This design comes from an exercise in tuning for small area on the open sky130 flow, not from production work.
RTL that was checked went through simulation tests only; none was proved equivalent to the original.
The RTL of run 2 was laid out without a check of its function.
No activity file was given, so power comes from the tool's default toggle rates.

## flow/design.v (module list and top-level ports; edited modules follow where they fit)
// module fir_lowpass: 1997 lines
// module fir_fa: 4 lines
// module fir_ha: 4 lines
module fir_lowpass #(
    parameter DATA_WIDTH = 16
) (
    input signed [DATA_WIDTH-1:0] i2s_data_in,
    output reg signed [(DATA_WIDTH+16)-1:0] i2s_data_out,
    input clk,
    input resetn
);
  // ...
==> flow/run.sh <==
#!/bin/bash
# synth_recipe.tcl (not shown) runs the flow's synth.tcl, then flattens the netlist and writes it again
# the make line also repeats each setting of config.mk as NAME=value (left out here)
make -C /OpenROAD-flow-scripts/flow DESIGN_CONFIG=/design/flow/config.mk WORK_HOME=/design/flow/orfs CLKGATE_MAP_FILE= SYNTH_SCRIPT=/design/flow/synth_recipe.tcl finish
==> flow/config.mk <==
export PLATFORM = sky130hd
export DESIGN_NAME = fir_lowpass
export DESIGN_NICKNAME = fir_lowpass
export VERILOG_FILES = /design/flow/design.v
export SDC_FILE = /design/flow/constraint.sdc
export NUM_CORES = 4
export LEC_CHECK = 0
export CAP_MARGIN = 20
export CORE_MARGIN = 2
export CORE_UTILIZATION = 40
export SLEW_MARGIN = 20
export SYNTH_HIERARCHICAL = 1
export SYNTH_MINIMUM_KEEP_SIZE = 0
==> flow/constraint.sdc <==
create_clock -name core_clock -period 8.0 [get_ports {clk}]
set_input_delay 1.6000 -clock core_clock [delete_from_list [all_inputs] [get_ports {clk}]]
set_output_delay 1.6000 -clock core_clock [all_outputs]
set_load 0.01 [all_outputs]
==> summary.txt, run 1 <==
Outcome
  • Outcome: complete, no violations

Critical path
  • Buf/Inv on CP: 1
  • Startpoint types: flop
  • R2r worst-path depth: 18

Timing
  • Setup tns final: 0 ns
  • Max_slew headroom: 0.341
  • RSZ-0062 raised after global routing: no
  • Fin Clk Skew: between 0.02 and 0.025 ns
  • Final setup vio count: 0

Place
  • Port buffer count: a little under 50
  • DP Worst Slack: 0.234 ns

Power
  • Pwr Total: 10.8 mW
  • P_sw: approximately 4.7 mW
  • Register share of total power: 0.183
  • Switching Fraction: 0.440
  • Clock network fraction of total power: 0.176

Die
  • Core ar.: 65700 um2

Finish
  • Clk tree area frac: 0.0452
  • Leading cell type in the layout, fill and taps excluded: fa_1
  • Inverters, non-clock: 175
  • Area Overhead vs Synth: 13.1%
  • Leading cell category by total area: multi-input combinational cells
  • Largest register by flop count: i2s_data_out
  • Multi-input gates: 1297
  • Register Area: 6690 um2
  • Share of cells above drive strength 1: 0.0772

Synth
  • Top cells by count, synth: 806 x fa_1, 334 x dfxtp_1, 175 x inv_1
  • Count leader, synth: fa_1
  • Main flop type after synthesis: dfxtp_1
  • Synth Area in Simple Gates: 0.0668
  • Number of enable flip-flop cells after synthesis: 0
  • Synth warn: 7
  • Seq/Total Area, Yosys: 0.252

CTS
  • Clock tree root buffer cell: clkbuf_16
  • Setup Buffers After CTS: 0
  • Hold buffer count at CTS: 0

GRT
  • Vias in the first global route: roughly 16k
  • GR peak layer: met2
  • Grt total ovfl: 0

Min path
  • Hold path start: r8[6]
==> run 2: changes to the inputs <==
--- a/flow/design.v
+++ b/flow/design.v
@@ -1851,97 +1851,104 @@
   wire n1781 = ~c1770;
   wire s1782, c1783;
   fir_fa us1782 (c1767, s1779, n1781, s1782, c1783);
   wire n1784 = ~c1773;
   wire s1785, c1786;
   fir_fa us1785 (q27_0, r9[15], c1777, s1785, c1786);
   wire s1787, c1788;
   fir_fa us1787 (c1780, s1785, c1783, s1787, c1788);
-  wire s1789, c1790;
-  fir_fa us1789 (1'b1, q28_0, q28_1, s1789, c1790);
+  wire s1789 = 1'b1 ^ q28_0 ^ q28_1;
+  wire c1790 = (1'b1 & q28_0) | (q28_1 & (1'b1 ^ q28_0));
   wire s1791, c1792;
   fir_fa us1791 (s1789, c1786, c1788, s1791, c1792);
-  wire s1793, c1794;
-  fir_fa us1793 (1'b1, q29_0, c1790, s1793, c1794);
-  wire s1795, c1796;
-  fir_fa us1795 (1'b1, n1359, n1341, s1795, c1796);
-  wire s1797, c1798;
-  fir_fa us1797 (1'b1, c1796, s1360, s1797, c1798);
-  wire s1799, c1800;
-  fir_fa us1799 (1'b1, c1366, s1371, s1799, c1800);
-  wire s1801, c1802;
-  fir_fa us1801 (1'b1, s1381, c1800, s1801, c1802);
-  wire s1803, c1804;
-  fir_fa us1803 (1'b1, c1394, s1406, s1803, c1804);
-  wire s1805, c1806;
-  fir_fa us1805 (1'b1, n1456, c1438, s1805, c1806);
-  wire s1807, c1808;
-  fir_fa us1807 (1'b1, n1476, n1475, s1807, c1808);
-  wire s1809, c1810;
-  fir_fa us1809 (1'b1, s1543, n1545, s1809, c1810);
-  wire s1811, c1812;
-  fir_fa us1811 (1'b1, c1544, n1568, s1811, c1812);
+  wire s1793 = 1'b1 ^ q29_0 ^ c1790;
+  wire c1794 = (1'b1 & q29_0) | (c1790 & (1'b1 ^ q29_0));
+  wire s1795 = 1'b1 ^ n1359 ^ n1341;
+  wire c1796 = (1'b1 & n1359) | (n1341 & (1'b1 ^ n1359));
+  wire s1797 = 1'b1 ^ c1796 ^ s1360;
+  wire c1798 = (1'b1 & c1796) | (s1360 & (1'b1 ^ c1796));
+  wire s1799 = 1'b1 ^ c1366 ^ s1371;
+  wire c1800 = (1'b1 & c1366) | (s1371 & (1'b1 ^ c1366));
+  wire s1801 = 1'b1 ^ s1381 ^ c1800;
+  wire c1802 = (1'b1 & s1381) | (c1800 & (1'b1 ^ s1381));
+  wire s1803 = 1'b1 ^ c1394 ^ s1406;
+  wire c1804 = (1'b1 & c1394) | (s1406 & (1'b1 ^ c1394));
+  wire s1805 = 1'b1 ^ n1456 ^ c1438;
+  wire c1806 = (1'b1 & n1456) | (c1438 & (1'b1 ^ n1456));
+  wire s1807 = 1'b1 ^ n1476 ^ n1475;
+  wire c1808 = (1'b1 & n1476) | (n1475 & (1'b1 ^ n1476));
+  wire s1809 = 1'b1 ^ s1543 ^ n1545;
+  wire c1810 = (1'b1 & s1543) | (n1545 & (1'b1 ^ s1543));
+  wire s1811 = 1'b1 ^ c1544 ^ n1568;
+  wire c1812 = (1'b1 & c1544) | (n1568 & (1'b1 ^ c1544));
   wire s1813, c1814;
   fir_fa us1813 (n1593, n1592, c1812, s1813, c1814);
   wire s1815, c1816;
   fir_fa us1815 (n1617, n1618, c1814, s1815, c1816);
   wire s1817, c1818;
   fir_fa us1817 (n1639, n1640, c1816, s1817, c1818);
-  wire s1819, c1820;
-  fir_fa us1819 (1'b1, n1702, n1701, s1819, c1820);
-  wire s1821, c1822;
-  fir_fa us1821 (1'b1, s1733, n1735, s1821, c1822);
-  wire s1823, c1824;
-  fir_fa us1823 (1'b1, s1749, c1822, s1823, c1824);
-  wire s1825, c1826;
-  fir_fa us1825 (1'b1, s1782, n1784, s1825, c1826);
-  wire s1827, c1828;
-  fir_fa us1827 (1'b1, s1793, c1792, s1827, c1828);
-  wire s1829, c1830;
-  fir_fa us1829 (1'b1, q30_0, c1794, s1829, c1830);
-  wire s1831, c1832;
-  fir_fa us1831 (1'b1, 1'b1, c1830, s1831, c1832);
+  wire s1819 = 1'b1 ^ n1702 ^ n1701;
+  wire c1820 = (1'b1 & n1702) | (n1701 & (1'b1 ^ n1702));
+  wire s1821 = 1'b1 ^ s1733 ^ n1735;
+  wire c1822 = (1'b1 & s1733) | (n1735 & (1'b1 ^ s1733));
+  wire s1823 = 1'b1 ^ s1749 ^ c1822;
+  wire c1824 = (1'b1 & s1749) | (c1822 & (1'b1 ^ s1749));
+  wire s1825 = 1'b1 ^ s1782 ^ n1784;
+  wire c1826 = (1'b1 & s1782) | (n1784 & (1'b1 ^ s1782));
+  wire s1827 = 1'b1 ^ s1793 ^ c1792;
+  wire c1828 = (1'b1 & s1793) | (c1792 & (1'b1 ^ s1793));
+  wire s1829 = 1'b1 ^ q30_0 ^ c1794;
+  wire c1830 = (1'b1 & q30_0) | (c1794 & (1'b1 ^ q30_0));
+  wire s1831 = 1'b1 ^ 1'b1 ^ c1830;
+  wire c1832 = (1'b1 & 1'b1) | (c1830 & (1'b1 ^ 1'b1));
   wire [31:0] fa_a = {s1831, c1828, s1827, s1791, s1787, s1825, n1774, n1763, s1823, s1821, n1721, s1819, n1683, n1662, s1817, s1815, s1813, c1810, s1809, n1522, n1498, c1806, s1805, s1437, s1420, s1803, s1393, s1801, s1799, s1365, s1797, s1795};
   wire [31:0] fa_b = {1'b0, s1829, 1'b0, 1'b1, c1826, 1'b0, n1775, c1824, 1'b0, 1'b0, c1820, 1'b0, 1'b0, c1818, 1'b0, 1'b0, 1'b0, s1811, 1'b0, 1'b1, c1808, s1807, 1'b0, 1'b0, c1804, 1'b0, c1802, 1'b0, 1'b0, c1798, 1'b0, 1'b0};
   wire [31:0] acc = fa_a + fa_b;
+  wire rstb;
+  fir_inv u_rstb (resetn, rstb);
   always @(posedge clk) begin
-    if (!resetn) begin
+    if (rstb) begin
       r0 <= 16'h0000;
-      r1 <= 16'hffff;
       r2 <= 16'h0000;
-      r3 <= 16'hffff;
       r4 <= 16'h0000;
-      r5 <= 16'hffff;
       r6 <= 16'h0000;
-      r7 <= 16'hffff;
       r8 <= 16'h0000;
-      r9 <= 16'hffff;
       r10 <= 16'h0000;
-      r11 <= 16'hffff;
       r12 <= 16'h0000;
-      r13 <= 16'hffff;
       r14 <= 16'h0000;
-      r15 <= 16'hffff;
     end else begin
       r0 <= i2s_data_in;
-      r1 <= ~r0;
       r2 <= ~r1;
-      r3 <= ~r2;
       r4 <= ~r3;
-      r5 <= ~r4;
       r6 <= ~r5;
-      r7 <= ~r6;
       r8 <= ~r7;
-      r9 <= ~r8;
       r10 <= ~r9;
-      r11 <= ~r10;
       r12 <= ~r11;
-      r13 <= ~r12;
       r14 <= ~r13;
+    end
+  end
+  always @(posedge clk) begin
+    if (!resetn) begin
+      r1 <= 16'hffff;
+      r3 <= 16'hffff;
+      r5 <= 16'hffff;
+      r7 <= 16'hffff;
+      r9 <= 16'hffff;
+      r11 <= 16'hffff;
+      r13 <= 16'hffff;
+      r15 <= 16'hffff;
+    end else begin
+      r1 <= ~r0;
+      r3 <= ~r2;
+      r5 <= ~r4;
+      r7 <= ~r6;
+      r9 <= ~r8;
+      r11 <= ~r10;
+      r13 <= ~r12;
       r15 <= ~r14;
     end
   end
   always @(posedge clk) begin
     rst_d <= resetn;
       q0_0 <= s166;
       q1_0 <= s233;
       q2_0 <= s239;
@@ -1994,12 +2001,15 @@
     else
       i2s_data_out <= acc;
   end
 endmodule
 module fir_fa (input a, input b, input c, output s, output co);
   assign s = a ^ b ^ c;
   assign co = (a & b) | (c & (a ^ b));
 endmodule
+module fir_inv (input a, output y);
+  assign y = ~a;
+endmodule
 module fir_ha (input a, input b, output s, output co);
   assign s = a ^ b;
   assign co = a & b;
 endmodule
==> flow/config.mk (replaced) <==
export PLATFORM = sky130hd
export DESIGN_NAME = fir_lowpass
export DESIGN_NICKNAME = fir_lowpass
export VERILOG_FILES = /design/flow/design.v
export SDC_FILE = /design/flow/constraint.sdc
export NUM_CORES = 4
export LEC_CHECK = 0
export CAP_MARGIN = 20
export CORE_MARGIN = 2
export CORE_UTILIZATION = 60
export CTS_CLUSTER_DIAMETER = 80
export CTS_CLUSTER_SIZE = 30
export GPL_TIMING_DRIVEN = 0
export PLACE_DENSITY = 0.7
export SLEW_MARGIN = 20
export SYNTH_HIERARCHICAL = 1
export SYNTH_MINIMUM_KEEP_SIZE = 0
==> run 2 against run 1 <==
  * Final area fell by 6.5%
  * Sequential share of layout area grew 1.6 points
  * Sequential power hardly changed
  * Area after synthesis is 2.3% lower
  * Routed wire length down 4.8%
==> summary.txt, run 2 <==
Synth
  • Netlist Area Pre-Place: 25900 um2
  • Top cells by count, synth: 788 x fa_1, 334 x dfxtp_1, 198 x inv_1
  • Post-synth cell types: 50
  • Mux cell area share after synthesis: 0.000386
  • Synth Area in Simple Gates: 0.0554 (-0.0114)
  • Seq/Total Area, Yosys: 0.258 (+0.00588)
  • Area leader, netlist: fa_1
  • Post-synthesis adder-cell area fraction: 0.630
  • Complex-gate fraction of the synthesized area: 0.0119
  • Number of enable flip-flop cells after synthesis: 0 (unchanged)
  • Synth Area per Inst: between 10 and 15 um2
  • Count leader, synth: fa_1
  • Asr flop ratio synth: 0
  • Synth warn: 7 (unchanged)
  • FF+latch count, synth: 334
  • Post-Synth XOR/XNOR Area: 0.0108
  • Syn Inst Count: 1814
  • Top-area cell type share of the netlist area: 0.609
  • Ranking of synthesized cells by area: fa_1 61%, dfxtp_1 26%, inv_1 2.9%
  • Largest family of logic cells by synthesized area: adder cells
  • Main flop type after synthesis: dfxtp_1

Power
  • Max VDD drop: about 0.55 mV
  • P_leak: 10.5 nW
  • Pwr Total: 9.87 mW (-8.3%)
  • PwrDens: roughly 350 nW/um2

CTS
  • CTS clk-pin slew, worst paths: around 0.11 ns
  • Clock tree root buffer cell: clkbuf_16
  • Hold buffer count at CTS: 0 (unchanged)
  • Num CTS Buffers: 22
  • H-tree Lvls: 1
  • Clk latency of the worst-skew pair: 0.59 ns
  • TritonCTS clock tree: built
  • Clock Sinks: roughly 330
  • Max clock buf depth: 3

Routing
  • DRT iter0 DRCs: 748
  • Final ANT Viol Nets: 0
  • DRT Wirelength: roughly 62000 um
  • Vias: around 14k
  • DR WL/cell: 25.0 um
  • Via-to-Cell Ratio: ~5.6
  • Post-route DRC: 0
  • First drt pass iteration count: 4

Timing
  • Fin crit share: 0.982
  • Max_slew headroom: 0.333 (-0.00767)
  • Peak Freq: 127 MHz
  • Fin Clk Skew: 0.0535 ns (+0.0318 ns)
  • Final hold slack: between 0.3 and 0.4 ns
  • Final setup vio count: 0 (unchanged)
  • Worst-margin pin slew: 1.00 ns
  • Final Max Slew Viols: 0
  • Final Hold Viols: 0
  • Tmin final: 7.86 ns
  • RSZ-0062 raised after global routing: yes

Outcome
  • Outcome: complete, no violations

Place
  • RePlAce Congestion: 0.956
  • Port buffer count: 49 (unchanged)
  • Post-DP HPWL: 54300 um
  • Cell Area, Placed: 27200 um2

Critical path
  • Startpoint types: flop
  • Most frequent CP cell: fa_1
  • Crit-path max cell delay: ~0.6 ns
  • WP data required: between 8 and 9 ns
  • Maximum net fanout on the critical path: 5
  • Setup crit end kind: flop
  • Reg2reg end: q15_0
  • Crit path DAT: 8.28 ns
  • FF-to-FF Start: r12[0]
  • R2r worst-path depth: 17 (-1)
  • Crit-path cells: ha_1 > fa_1 > fa_1 > fa_1 > fa_1 > fa_1 > fa_1 > fa_1 > fa_1 > fa_1 > fa_1 > inv_1 > fa_1 > fa_1 > fa_1 > fa_1 > fa_1
  • Setup CP Type: flop to flop
  • CP max-delay cell: ha_1
  • Flop2flop setup slack: 0.14 ns

Finish
  • FILL cells: 3194
  • Most frequent cells in the layout: 780 x fa_1, 331 x dfxtp_1, 198 x inv_1
  • Share of cells above drive strength 1: 0.0378 (-0.0395)
  • Final antenna diode count: 0
  • Leading cell type in the layout, fill and taps excluded: fa_1
  • Final net count: 2743
  • Max FFs per register: 32
  • Design area: 28000 um2
  • Register Area: 6690 um2 (about the same)
  • Area of the multi-input gates: 18400 um2
  • Area Overhead vs Synth: 8.20%
  • Largest register by flop count: i2s_data_out

Die
  • Core ar.: 42900 um2 (-35%)
  • Die width: 212 um
  • Die H: around 210 um
  • Die area: 44900 um2
  • Std-Cell Rows: 76
  • Initial Util: 0.604
  • # IOs: 50

GRT
  • Vias in the first global route: 16.0k (-2.0%)
  • Largest net degree at the start of global routing: 31
  • Initial antenna violation count: 1
  • First-pass GRT wire length: 96100 um
  • Grt total ovfl: 0 (unchanged)
  • Tot GR Track Use: 0.306

Min path
  • Worst hold stages: 1
  • Hold path start: r8[9]
  • Hold WC Path Type: flop to flop
  • Worst Hold Path EP: r9[9]

Job
  • Max_cap viols: 0
[run 2: changes by cell type in the layout (fill, tap and decap cells not counted), moves of 7 or more]
cell       change
fa_2           +8
and2_1        -17
a211oi_1       -7
ha_1          +17
clkbuf_1      +25
clkbuf_8       -7
clkbuf_16     -16
buf_4         -77
inv_1         +23
nor2b_1       -92
conb_1        -19
fa_1          -26
nor2_1       +126
[run 2: cell families after synthesis]
logic type	Yosys count
DFF	334
AOI/OAI and AO/OA	43
adders and majority gates	832
xor gates and xnor gates	32
and+or+nand+nor	340
muxes	1
buffers and inverters	232
[run 2: critical path, delay by kind of cell, from the launching register on]
kind	cells	cell delay, ns
buf+inv	1	0.08
fa+ha+maj	16	7.26
flops	1	0.33
[run 2: how the worst max path moves through the flow]
stage                      start  endpoint  slack, ns  cells past startpoint
after global placement     r9[0]     q15_0      -0.06                     18
final                     r12[0]     q15_0       0.14                     17
after global routing      r14[0]     q15_0      -0.07                     18
after detailed placement   r9[0]     q15_0      -0.09                     18
after CTS                 r14[0]     q15_0      0.003                     18
after floorplan            r9[0]     q15_0       0.55                     18
[run 2: per-stage QoR]
step | setup TNS, ns | instances | worst slack (ns) | util
4_1_cts | 0 | 2486 | 0.00282 | 0.652
3_3_place_gp | -0.0628 | 2448 | -0.0628 | 0.633
5_1_grt | -0.0687 | 2492 | -0.0687 | 0.654
2_1_floorplan | 0 | 1814 | 0.548 | -
3_5_place_dp | -0.117 | 2448 | -0.0909 | 0.634
6_report | 0 | 2492 | 0.144 | 0.654
[run 2: power by group]
part / internal, mW / switching (mW) / total, mW
logic: 2.93 / 3.67 / 6.60
clock network: 0.601 / 0.682 / 1.28
registers: 1.90 / 0.0853 / 1.98
[run 2: cell type report]
cell class,count,share of cell area
multi-input combinational,1248,0.657
sequential,334,0.239
inverter,198,0.0265
tap,585,0.0261
clock buffer,23,0.0205
timing repair buffer,55,0.0191
clock inverter,15,0.00776
buffer,34,0.00455
[run 2: Yosys stat by module, one instance, submodules excluded]
module | copies in the design | cells
fir_fa | 788 | 1
fir_ha | 14 | 1
fir_lowpass | 1 | 1011
fir_inv | 1 | 1
[run 2: per-layer routing]
metal | wire length, um | global-route usage | up-vias
met5 | 0 | 0 | -
met4 | 3780 | 0.154 | 0
met3 | 3700 | 0.0522 | 150
met2 | 31500 | 0.505 | 457
met1 | 23200 | 0.398 | 7666
li1 | - | - | 5577
[run 2: repair_timing]
action / 4_1_cts / 5_1_grt
pin swaps: 0 / 3
buffers inserted: 0 / 6
endpoints found under the setup margin: 2 / 4
gates resized for setup: 5 / 8
hold endpoints to repair: 0 / 0

==> static timing again, ports no longer ideal <==
Ports are ideal in the flow. The routed layouts listed here were re-timed in OpenROAD. Step 1: set_driving_cell puts a clkbuf_16 on clk and a buf_2 on each other input, an assumption about the parent block. Step 2, shift: input delay + t, output delay - t, t = (earliest + latest rising clock arrival at the registers) / 2. This alone moves slack from input paths to output paths. a / b / c = ideal ports / drivers / drivers and shift; a / b = the first two.
| run | t (ns) | slack for setup (ns) | hold slack, ns | worst register clock-pin slew, ns | cell pins on the clock port's net |
|---|---|---|---|---|---|
| run 1 | 0.612 | 0.251 / 0.251 / 0.251 | 0.360 / 0.360 / 0.360 | 0.06 / 0.06 | 1 |
| run 2 | 0.618 | 0.144 / 0.144 / 0.144 | 0.348 / 0.348 / 0.348 | 0.11 / 0.11 | 1 |
After both steps setup and hold are still met in every run listed.
